This is an optimization exercise on Yosys and OpenROAD, whose aim is small area and a short achievable clock period, not a production implementation. RTL that was checked went through simulation tests only; none was proved equivalent to the original. The flow treats the clock pin as an ideal source. Dropping or thinning the clock tree relies on that and would not hold on a real chip. Power figures rest on the tool's default switching activity, not on a simulated workload.

==> flow/design.v <==
module FIFO(
	input [7:0] DATA_IN,
	input READ, WRITE, CLEAR_N, RESET_N, CLOCK,
	output reg [7:0] DATA_OUT,
	output reg [4:0] USE_DW,
	output reg F_FULL_N, F_EMPTY_N
);
reg [255:0] sr;       
reg [7:0]   pd;       
reg         pv;       
reg [31:0]  sel;      
reg [31:0]  rd;        
reg [3:0]   rdq;       
reg         rdp;      
wire rst_n = RESET_N & CLEAR_N;
wire rst   = ~rst_n;
wire wa = WRITE & (READ ? F_EMPTY_N : F_FULL_N);
wire rr = READ & F_EMPTY_N;
always @(posedge CLOCK) begin
	pd <= DATA_IN;
	pv <= wa & ~rst;
end
always @(posedge CLOCK)
	if (pv)
		sr <= {sr[247:0], pd};
wire [31:0] sel_r1 = ({32{pv}} & sel) | ({32{~pv}} & {sel[0], sel[31:1]});    
wire [31:0] sel_r0 = ({32{pv}} & {sel[30:0], sel[31]}) | ({32{~pv}} & sel);   
always @(posedge CLOCK)
	sel <= ({32{rst_n}} & (({32{rr}} & sel_r1) | ({32{~rr}} & sel_r0))) | {rst, 31'd0};
reg [31:0] oldest;
integer s, q;
always @* begin
	oldest = 32'd0;
	for (s = 0; s < 32; s = s + 1)
		oldest[8*(s/8) +: 8] = oldest[8*(s/8) +: 8] | ({8{sel[s]}} & sr[8*s +: 8]);
end
always @(posedge CLOCK) begin
	rd <= oldest;
	for (q = 0; q < 4; q = q + 1)
		rdq[q] <= |sel[8*q +: 8];
	rdp <= pv & sel[31];
end
reg [7:0] rdsel;
always @* begin
	rdsel = 8'd0;
	for (q = 0; q < 4; q = q + 1)
		rdsel = rdsel | ({8{rdq[q]}} & rd[8*q +: 8]);
end
always @(posedge CLOCK)
	if (~F_EMPTY_N & WRITE & READ)
		DATA_OUT <= DATA_IN;
	else if (rdp)
		DATA_OUT <= sr[7:0];
	else
		DATA_OUT <= rdsel;
wire inc = WRITE & ~READ & F_FULL_N;
wire dec = READ & ~WRITE & F_EMPTY_N;
always @(posedge CLOCK)
	if (rst) begin
		USE_DW    <= 5'd0;
		F_FULL_N  <= 1'b1;
		F_EMPTY_N <= 1'b0;
	end else if (inc) begin
		USE_DW    <= USE_DW + 5'd1;
		F_FULL_N  <= ~(USE_DW == 5'd31);
		F_EMPTY_N <= 1'b1;
	end else if (dec) begin
		USE_DW    <= USE_DW - 5'd1;
		F_FULL_N  <= 1'b1;
		F_EMPTY_N <= ~(USE_DW == 5'd1 && F_FULL_N);
	end
endmodule
Settings: LEC_CHECK=0, CAP_MARGIN=20, CORE_MARGIN=2, CORE_UTILIZATION=60, CTS_BUF_LIST=sky130_fd_sc_hd__clkbuf_8, CTS_CLUSTER_DIAMETER=60, CTS_CLUSTER_SIZE=18, SETUP_SLACK_MARGIN=1.1, SLEW_MARGIN=20; clock period 2.5 ns.
standard.sh (not shown) runs the stock make flow with config.mk's settings and CLKGATE_MAP_FILE= SYNTH_SCRIPT=/design/flow/synth_recipe.tcl, a recipe that flattens the netlist after the stock synthesis.
==> flow/flow/run.sh <==
#!/bin/bash
# Standard ORFS layout, except that the clock tree is built by manual_cts.tcl:
# a two-level inverter tree (one root inverter, one leaf inverter per cluster
# of flip-flops) in place of TritonCTS's buffer tree.
set -euo pipefail
here=$(cd "$(dirname "$0")" && pwd)
export PRE_CTS_TCL="$here/manual_cts.tcl"
export PRE_RESIZE_TCL="$here/max_fanout.tcl"
export BUFFER_PORTS_ARGS="-buffer_cell sky130_fd_sc_hd__buf_2"
bash standard.sh > standard.log 2>&1
Other scripts of this flow, unchanged in this note and not shown: flow/flow/manual_cts.tcl, flow/flow/max_fanout.tcl
Rerun with:
--- a/flow/design.v
+++ b/flow/design.v
@@ -50,23 +50,25 @@
 	if (~F_EMPTY_N & WRITE & READ)
 		DATA_OUT <= DATA_IN;
 	else if (rdp)
 		DATA_OUT <= sr[7:0];
 	else
 		DATA_OUT <= rdsel;
+wire n31 = pv ? sel[29] : sel[30];
+wire n1  = pv ? sel[31] : sel[0];
 wire inc = WRITE & ~READ & F_FULL_N;
 wire dec = READ & ~WRITE & F_EMPTY_N;
 always @(posedge CLOCK)
 	if (rst) begin
 		USE_DW    <= 5'd0;
 		F_FULL_N  <= 1'b1;
 		F_EMPTY_N <= 1'b0;
 	end else if (inc) begin
 		USE_DW    <= USE_DW + 5'd1;
-		F_FULL_N  <= ~(USE_DW == 5'd31);
+		F_FULL_N  <= ~n31;
 		F_EMPTY_N <= 1'b1;
 	end else if (dec) begin
 		USE_DW    <= USE_DW - 5'd1;
 		F_FULL_N  <= 1'b1;
-		F_EMPTY_N <= ~(USE_DW == 5'd1 && F_FULL_N);
+		F_EMPTY_N <= ~n1;
 	end
 endmodule
After rerunning:
- The changed run completed with no timing, DRC or antenna violations
- via count goes up by 2.6%
- worst setup slack got worse by 0.32 ns
- clock power barely changes
- fmax goes down by 18%
- routed wire length goes up by 4.5%
- die area goes up by 0.48%
Function not checked in the second run of this note: the RTL went through the layout flow alone. No run of this note takes its clock network from TritonCTS; it comes from the design's own scripts or RTL.

-- what the ideal ports hide --
The results above use ideal ports. As a check the final layouts listed here were re-extracted and re-timed, cells and wires unchanged.
Step 1 assumes that a clkbuf_16 drives the clock port and a buf_2 every other input.
Step 2, shift: input delay + t, output delay - t, t = (earliest + latest rising clock arrival at the registers) / 2. This alone moves slack from input paths to output paths.
Slacks: no drivers / after step 1 / after step 2; pairs: no drivers / after step 1.
run | t (ns) | setup slack, ns | hold slack, ns
the first run | 0.301 | 1.092 / 1.004 / 0.902 | 0.408 / 0.340 / 0.408
the second run | 0.299 | 0.774 / 0.876 / 0.577 | 0.405 / 0.335 / 0.406
After both steps setup and hold are still met in every run listed. The setup slack of the second run, which loses most, moves by +0.102 ns with the drivers and by -0.197 ns with both steps.
